This design comes from an exercise in tuning for small area, a short achievable clock period and few clock cycles on the open sky130 flow, not from production work. Where RTL was checked, it was by simulation tests only, not by an equivalence proof against the original. Power is estimated from default activity; no workload was simulated.

==> flow/design.v (excerpt) <==
module axi_lite_slave #(
    parameter ADDR_WIDTH = 6,
    parameter DATA_WIDTH = 32
)(
    input  logic                   clk,
    input  logic                   resetn,
    input  logic [ADDR_WIDTH-1:0]  AWADDR,
    input  logic                   AWVALID,
    output logic                   AWREADY,
    input  logic [DATA_WIDTH-1:0]  WDATA,
    input  logic                   WVALID,
    output logic                   WREADY,
    output logic [1:0]             BRESP,
    output logic                   BVALID,
    input  logic                   BREADY,
    input  logic [ADDR_WIDTH-1:0]  ARADDR,
    input  logic                   ARVALID,
    output logic                   ARREADY,
    output logic [DATA_WIDTH-1:0]  RDATA,
    output logic [1:0]             RRESP,
    output logic                   RVALID,
    input  logic                   RREADY
);
==> module axi_lite_slave, before the edit <==
module axi_lite_slave #(
    parameter ADDR_WIDTH = 6,
    parameter DATA_WIDTH = 32
)(
    input  logic                   clk,
    input  logic                   resetn,
    input  logic [ADDR_WIDTH-1:0]  AWADDR,
    input  logic                   AWVALID,
    output logic                   AWREADY,
    input  logic [DATA_WIDTH-1:0]  WDATA,
    input  logic                   WVALID,
    output logic                   WREADY,
    output logic [1:0]             BRESP,
    output logic                   BVALID,
    input  logic                   BREADY,
    input  logic [ADDR_WIDTH-1:0]  ARADDR,
    input  logic                   ARVALID,
    output logic                   ARREADY,
    output logic [DATA_WIDTH-1:0]  RDATA,
    output logic [1:0]             RRESP,
    output logic                   RVALID,
    input  logic                   RREADY
);
    localparam NWORDS = 1 << ADDR_WIDTH;
    logic [DATA_WIDTH-1:0] mem[0:NWORDS-1];
    assign BRESP = 2'b00;
    assign RRESP = 2'b00;
    logic [ADDR_WIDTH-1:0] wa_q;
    logic [DATA_WIDTH-1:0] wd_q;
    logic                  wa_v, wd_v;
    logic [2:0]            bcnt;        
    wire aw_hs = AWVALID && AWREADY;
    wire w_hs  = WVALID && WREADY;
    wire b_hs  = BVALID && BREADY;
    wire wgo   = wa_v && wd_v;          
    wire wa_v_n = aw_hs || (wa_v && !wgo);
    wire wd_v_n = w_hs  || (wd_v && !wgo);
    wire pair   = wa_v_n && wd_v_n;     
    logic [2:0] bcnt_n;
    always_comb begin
        case ({pair, b_hs})
            2'b10:   bcnt_n = bcnt + 3'd1;
            2'b01:   bcnt_n = bcnt - 3'd1;
            default: bcnt_n = bcnt;
        endcase
    end
    always_ff @(posedge clk) begin
        if (aw_hs) wa_q <= AWADDR;
        if (w_hs)  wd_q <= WDATA;
    end
    localparam LO_W = ADDR_WIDTH / 2;
    localparam HI_W = ADDR_WIDTH - LO_W;
    wire [ADDR_WIDTH-1:0] wa_n = aw_hs ? AWADDR : wa_q;
    logic [(1<<HI_W)-1:0] we_hi;        
    logic [(1<<LO_W)-1:0] we_lo;        
    always_ff @(posedge clk or negedge resetn) begin
        if (!resetn) begin
            we_hi <= '0;
            we_lo <= '0;
        end else begin
            for (int j = 0; j < (1<<HI_W); j++)
                we_hi[j] <= pair && (wa_n[ADDR_WIDTH-1:LO_W] == j);
            for (int j = 0; j < (1<<LO_W); j++)
                we_lo[j] <= (wa_n[LO_W-1:0] == j);
        end
    end
    genvar gi;
    generate
        for (gi = 0; gi < NWORDS; gi = gi + 1) begin : g_word
            always_ff @(posedge clk)
                if (we_hi[gi >> LO_W] && we_lo[gi % (1<<LO_W)]) mem[gi] <= wd_q;
        end
    endgenerate
    always_ff @(posedge clk or negedge resetn) begin
        if (!resetn) begin
            wa_v    <= 1'b0;
            wd_v    <= 1'b0;
            bcnt    <= 3'd0;
            BVALID  <= 1'b0;
            AWREADY <= 1'b0;
            WREADY  <= 1'b0;
        end else begin
            wa_v    <= wa_v_n;
            wd_v    <= wd_v_n;
            bcnt    <= bcnt_n;
            BVALID  <= (bcnt_n != 3'd0);
            AWREADY <= (!wa_v_n || wd_v_n) && !bcnt_n[2];
            WREADY  <= (!wd_v_n || wa_v_n) && !bcnt_n[2];
        end
    end
    logic [NWORDS-1:0]     q0_oh;
    logic [ADDR_WIDTH-1:0] q1;
    logic                  q0_v, q1_v;
    wire ar_hs = ARVALID && ARREADY;
    wire rload = q0_v && (!RVALID || RREADY);
    wire q0_v_n = rload ? (q1_v || ar_hs) : (q0_v || ar_hs);
    wire q1_v_n = rload ? (q1_v && ar_hs) : (q1_v || (q0_v && ar_hs));
    wire rvalid_n = rload || (RVALID && !RREADY);
    wire [1:0] occ_n = {1'b0, q0_v_n} + {1'b0, q1_v_n} + {1'b0, rvalid_n};
    wire [ADDR_WIDTH-1:0] q0_src = q1_v ? q1 : ARADDR;
    logic [DATA_WIDTH-1:0] rd;
    always_comb begin
        rd = '0;
        for (int i = 0; i < NWORDS; i++)
            rd = rd | ({DATA_WIDTH{q0_oh[i]}} & mem[i]);
    end
    always_ff @(posedge clk) begin
        if (ar_hs) q1 <= ARADDR;
    end
    always_ff @(posedge clk or negedge resetn) begin
        if (!resetn) begin
            RDATA <= '0;
            q0_oh <= '0;
        end else begin
            if (rload) RDATA <= rd;
            if (rload || !q0_v)
                for (int i = 0; i < NWORDS; i++)
                    q0_oh[i] <= (q0_src == i);
        end
    end
    always_ff @(posedge clk or negedge resetn) begin
        if (!resetn) begin
            q0_v    <= 1'b0;
            q1_v    <= 1'b0;
            RVALID  <= 1'b0;
            ARREADY <= 1'b0;
        end else begin
            q0_v    <= q0_v_n;
            q1_v    <= q1_v_n;
            RVALID  <= rvalid_n;
            ARREADY <= (occ_n != 2'd3);
        end
    end
endmodule
==> flow/config.mk <==
export PLATFORM = sky130hd
export DESIGN_NAME = axi_lite_slave
export DESIGN_NICKNAME = axi_lite_slave
export VERILOG_FILES = /design/flow/design.v
export SDC_FILE = /design/flow/constraint.sdc
export NUM_CORES = 4
export LEC_CHECK = 0
export ABC_CLOCK_PERIOD_IN_PS = 2300
export CAP_MARGIN = 20
export CORE_MARGIN = 2
export CORE_UTILIZATION = 65
export CTS_CLUSTER_DIAMETER = 60
export CTS_CLUSTER_SIZE = 20
export SETUP_SLACK_MARGIN = 2.7
export SLEW_MARGIN = 20
==> flow/constraint.sdc <==
create_clock -name core_clock -period 5.0 [get_ports {clk}]
set_input_delay 1.0000 -clock core_clock [delete_from_list [all_inputs] [get_ports {clk}]]
set_output_delay 1.0000 -clock core_clock [all_outputs]
set_load 0.01 [all_outputs]
run.sh (not shown) runs the stock make flow with config.mk's settings and CLKGATE_MAP_FILE= SYNTH_SCRIPT=/design/flow/synth_recipe.tcl, a recipe that flattens the netlist after the stock synthesis.
Rerun with:
--- a/flow/design.v
+++ b/flow/design.v
@@ -85,41 +85,39 @@
             bcnt    <= bcnt_n;
             BVALID  <= (bcnt_n != 3'd0);
             AWREADY <= (!wa_v_n || wd_v_n) && !bcnt_n[2];
             WREADY  <= (!wd_v_n || wa_v_n) && !bcnt_n[2];
         end
     end
+    logic [ADDR_WIDTH-1:0] q0, q1;
     logic [NWORDS-1:0]     q0_oh;
-    logic [ADDR_WIDTH-1:0] q1;
     logic                  q0_v, q1_v;
     wire ar_hs = ARVALID && ARREADY;
     wire rload = q0_v && (!RVALID || RREADY);
     wire q0_v_n = rload ? (q1_v || ar_hs) : (q0_v || ar_hs);
     wire q1_v_n = rload ? (q1_v && ar_hs) : (q1_v || (q0_v && ar_hs));
     wire rvalid_n = rload || (RVALID && !RREADY);
     wire [1:0] occ_n = {1'b0, q0_v_n} + {1'b0, q1_v_n} + {1'b0, rvalid_n};
-    wire [ADDR_WIDTH-1:0] q0_src = q1_v ? q1 : ARADDR;
+    wire [ADDR_WIDTH-1:0] q0_n = (rload || !q0_v) ? (q1_v ? q1 : ARADDR) : q0;
     logic [DATA_WIDTH-1:0] rd;
     always_comb begin
         rd = '0;
         for (int i = 0; i < NWORDS; i++)
             rd = rd | ({DATA_WIDTH{q0_oh[i]}} & mem[i]);
     end
     always_ff @(posedge clk) begin
+        q0 <= q0_n;
+        for (int i = 0; i < NWORDS; i++)
+            q0_oh[i] <= (q0_n == i);
         if (ar_hs) q1 <= ARADDR;
     end
     always_ff @(posedge clk or negedge resetn) begin
-        if (!resetn) begin
+        if (!resetn)
             RDATA <= '0;
-            q0_oh <= '0;
-        end else begin
-            if (rload) RDATA <= rd;
-            if (rload || !q0_v)
-                for (int i = 0; i < NWORDS; i++)
-                    q0_oh[i] <= (q0_src == i);
-        end
+        else if (rload)
+            RDATA <= rd;
     end
     always_ff @(posedge clk or negedge resetn) begin
         if (!resetn) begin
             q0_v    <= 1'b0;
             q1_v    <= 1'b0;
             RVALID  <= 1'b0;
Result: The new run completed with no timing, DRC or antenna violations; cell area came out lower by 0.63%; total power came out higher by 6.1%; synthesized cell count drops by 1.4%; flip-flop and latch count rose by 6; via count went down by 1.5%; critical path depth does not change; hold slack improved by 0.11 ns; die area drops by 0.35%; wire length falls by 2.2%.
Testbench counts after the change, summed over its fixed seeds: cycles 3,216.
Only the layout flow was run in the first run of this note; the RTL was not checked for function there.

========
Another version of the RTL of axi_lite_slave (not shown whole).
For scale: roughly 2,100 flip-flops, ~92 I/O pins.
==> module axi_lite_slave, before the edit <==
module axi_lite_slave #(
    parameter ADDR_WIDTH = 6,
    parameter DATA_WIDTH = 32
)(
    input  logic                   clk,
    input  logic                   resetn,
    input  logic [ADDR_WIDTH-1:0]  AWADDR,
    input  logic                   AWVALID,
    output logic                   AWREADY,
    input  logic [DATA_WIDTH-1:0]  WDATA,
    input  logic                   WVALID,
    output logic                   WREADY,
    output logic [1:0]             BRESP,
    output logic                   BVALID,
    input  logic                   BREADY,
    input  logic [ADDR_WIDTH-1:0]  ARADDR,
    input  logic                   ARVALID,
    output logic                   ARREADY,
    output logic [DATA_WIDTH-1:0]  RDATA,
    output logic [1:0]             RRESP,
    output logic                   RVALID,
    input  logic                   RREADY
);
    logic [DATA_WIDTH-1:0] mem[0:(1<<ADDR_WIDTH)-1];
    assign BRESP = 2'b00;
    assign RRESP = 2'b00;
    logic [ADDR_WIDTH-1:0] wa_q;
    logic [DATA_WIDTH-1:0] wd_q;
    logic                  wa_v, wd_v;
    logic [2:0]            bcnt;        
    wire aw_hs = AWVALID && AWREADY;
    wire w_hs  = WVALID && WREADY;
    wire b_hs  = BVALID && BREADY;
    wire wgo   = wa_v && wd_v;          
    wire wa_v_n = aw_hs || (wa_v && !wgo);
    wire wd_v_n = w_hs  || (wd_v && !wgo);
    wire [2:0] bcnt_n = bcnt + {2'b00, wa_v_n && wd_v_n} - {2'b00, b_hs};
    always_ff @(posedge clk) begin
        if (aw_hs) wa_q <= AWADDR;
        if (w_hs)  wd_q <= WDATA;
        if (wgo)   mem[wa_q] <= wd_q;
    end
    always_ff @(posedge clk or negedge resetn) begin
        if (!resetn) begin
            wa_v    <= 1'b0;
            wd_v    <= 1'b0;
            bcnt    <= 3'd0;
            BVALID  <= 1'b0;
            AWREADY <= 1'b0;
            WREADY  <= 1'b0;
        end else begin
            wa_v    <= wa_v_n;
            wd_v    <= wd_v_n;
            bcnt    <= bcnt_n;
            BVALID  <= (bcnt_n != 3'd0);
            AWREADY <= (!wa_v_n || wd_v_n) && (bcnt_n < 3'd4);
            WREADY  <= (!wd_v_n || wa_v_n) && (bcnt_n < 3'd4);
        end
    end
    logic [ADDR_WIDTH-1:0] q0, q1;
    logic                  q0_v, q1_v;
    wire ar_hs = ARVALID && ARREADY;
    wire rload = q0_v && (!RVALID || RREADY);
    wire q0_v_n = rload ? (q1_v || ar_hs) : (q0_v || ar_hs);
    wire q1_v_n = rload ? (q1_v && ar_hs) : (q1_v || (q0_v && ar_hs));
    wire rvalid_n = rload || (RVALID && !RREADY);
    wire [1:0] occ_n = {1'b0, q0_v_n} + {1'b0, q1_v_n} + {1'b0, rvalid_n};
    always_ff @(posedge clk) begin
        if (rload) RDATA <= mem[q0];
        if (rload || !q0_v) q0 <= q1_v ? q1 : ARADDR;
        if (ar_hs) q1 <= ARADDR;
    end
    always_ff @(posedge clk or negedge resetn) begin
        if (!resetn) begin
            q0_v    <= 1'b0;
            q1_v    <= 1'b0;
            RVALID  <= 1'b0;
            ARREADY <= 1'b0;
        end else begin
            q0_v    <= q0_v_n;
            q1_v    <= q1_v_n;
            RVALID  <= rvalid_n;
            ARREADY <= (occ_n != 2'd3);
        end
    end
endmodule
clock: 5.0 ns
lec_check: 0
cap_margin: 20
core_margin: 2
core_utilization: 40
slew_margin: 20
The first run finished clean.
Testbench counts at the start, summed over its fixed seeds: cycles 3,216.
Then changed:
--- a/flow/design.v
+++ b/flow/design.v
@@ -19,11 +19,12 @@
     output logic [DATA_WIDTH-1:0]  RDATA,
     output logic [1:0]             RRESP,
     output logic                   RVALID,
     input  logic                   RREADY
 );
-    logic [DATA_WIDTH-1:0] mem[0:(1<<ADDR_WIDTH)-1];
+    localparam NWORDS = 1 << ADDR_WIDTH;
+    logic [DATA_WIDTH-1:0] mem[0:NWORDS-1];
     assign BRESP = 2'b00;
     assign RRESP = 2'b00;
     logic [ADDR_WIDTH-1:0] wa_q;
     logic [DATA_WIDTH-1:0] wd_q;
     logic                  wa_v, wd_v;
@@ -32,16 +33,30 @@
     wire w_hs  = WVALID && WREADY;
     wire b_hs  = BVALID && BREADY;
     wire wgo   = wa_v && wd_v;          
     wire wa_v_n = aw_hs || (wa_v && !wgo);
     wire wd_v_n = w_hs  || (wd_v && !wgo);
-    wire [2:0] bcnt_n = bcnt + {2'b00, wa_v_n && wd_v_n} - {2'b00, b_hs};
+    wire pair   = wa_v_n && wd_v_n;     
+    logic [2:0] bcnt_n;
+    always_comb begin
+        case ({pair, b_hs})
+            2'b10:   bcnt_n = bcnt + 3'd1;
+            2'b01:   bcnt_n = bcnt - 3'd1;
+            default: bcnt_n = bcnt;
+        endcase
+    end
     always_ff @(posedge clk) begin
         if (aw_hs) wa_q <= AWADDR;
         if (w_hs)  wd_q <= WDATA;
-        if (wgo)   mem[wa_q] <= wd_q;
     end
+    genvar gi;
+    generate
+        for (gi = 0; gi < NWORDS; gi = gi + 1) begin : g_word
+            always_ff @(posedge clk)
+                if (wgo && wa_q == gi) mem[gi] <= wd_q;
+        end
+    endgenerate
     always_ff @(posedge clk or negedge resetn) begin
         if (!resetn) begin
             wa_v    <= 1'b0;
             wd_v    <= 1'b0;
             bcnt    <= 3'd0;
@@ -51,25 +66,35 @@
         end else begin
             wa_v    <= wa_v_n;
             wd_v    <= wd_v_n;
             bcnt    <= bcnt_n;
             BVALID  <= (bcnt_n != 3'd0);
-            AWREADY <= (!wa_v_n || wd_v_n) && (bcnt_n < 3'd4);
-            WREADY  <= (!wd_v_n || wa_v_n) && (bcnt_n < 3'd4);
+            AWREADY <= (!wa_v_n || wd_v_n) && !bcnt_n[2];
+            WREADY  <= (!wd_v_n || wa_v_n) && !bcnt_n[2];
         end
     end
-    logic [ADDR_WIDTH-1:0] q0, q1;
+    logic [NWORDS-1:0]     q0_oh;
+    logic [ADDR_WIDTH-1:0] q1;
     logic                  q0_v, q1_v;
     wire ar_hs = ARVALID && ARREADY;
     wire rload = q0_v && (!RVALID || RREADY);
     wire q0_v_n = rload ? (q1_v || ar_hs) : (q0_v || ar_hs);
     wire q1_v_n = rload ? (q1_v && ar_hs) : (q1_v || (q0_v && ar_hs));
     wire rvalid_n = rload || (RVALID && !RREADY);
     wire [1:0] occ_n = {1'b0, q0_v_n} + {1'b0, q1_v_n} + {1'b0, rvalid_n};
+    wire [ADDR_WIDTH-1:0] q0_src = q1_v ? q1 : ARADDR;
+    logic [DATA_WIDTH-1:0] rd;
+    always_comb begin
+        rd = '0;
+        for (int i = 0; i < NWORDS; i++)
+            rd = rd | ({DATA_WIDTH{q0_oh[i]}} & mem[i]);
+    end
     always_ff @(posedge clk) begin
-        if (rload) RDATA <= mem[q0];
-        if (rload || !q0_v) q0 <= q1_v ? q1 : ARADDR;
+        if (rload) RDATA <= rd;
+        if (rload || !q0_v)
+            for (int i = 0; i < NWORDS; i++)
+                q0_oh[i] <= (q0_src == i);
         if (ar_hs) q1 <= ARADDR;
     end
     always_ff @(posedge clk or negedge resetn) begin
         if (!resetn) begin
             q0_v    <= 1'b0;
What happened: The new run went through all stages and came out clean; via count came out higher by 10%; clock skew falls by 0.037 ns; total power drops by 5.4%; clock power stays flat; routed wire length came out higher by 4.2%; combinational power drops by 26%; final cell count rose by 5.2%; first-iteration DRC count rose by 23%; sequential share of layout area goes up by 4.4 points; critical path depth falls by 2; global-route usage rises by 1.2 points; non-clock buffer count went down by 25.
Function not checked in the second run of this note: the RTL went through the layout flow alone.

## port drivers added, routing unchanged
Ports are ideal in the flow. The routed layouts listed here were re-timed in OpenROAD.
Step 1 assumes that a clkbuf_16 drives the clock port and a buf_2 every other input.
Step 2 times the ports against the registers' clock, not the clock port: input delays grow and output delays shrink by t, the midpoint of the rising clock arrivals with the driver on.
Slacks: ideal / step 1 / step 2; pairs: ideal / step 1.
run	shift t [ns]	setup slack, ns	hold WS [ns]	pins driven straight from the clock port
the first run of note 1	0.869	2.473 / 2.393 / 1.939	0.264 / 0.224 / 0.492	1
the second run of note 1	0.861	2.503 / 2.420 / 1.802	0.378 / 0.320 / 0.494	1
the first run of note 2	0.921	1.404 / 1.404 / 1.247	0.501 / 0.459 / 0.501	1
the second run of note 2	0.921	1.824 / 1.824 / 1.511	0.499 / 0.467 / 0.499	1
After both steps every run listed still meets setup and hold. The setup slack of the second run of note 1, which loses most, moves by -0.083 ns with the drivers and by -0.701 ns with both steps.
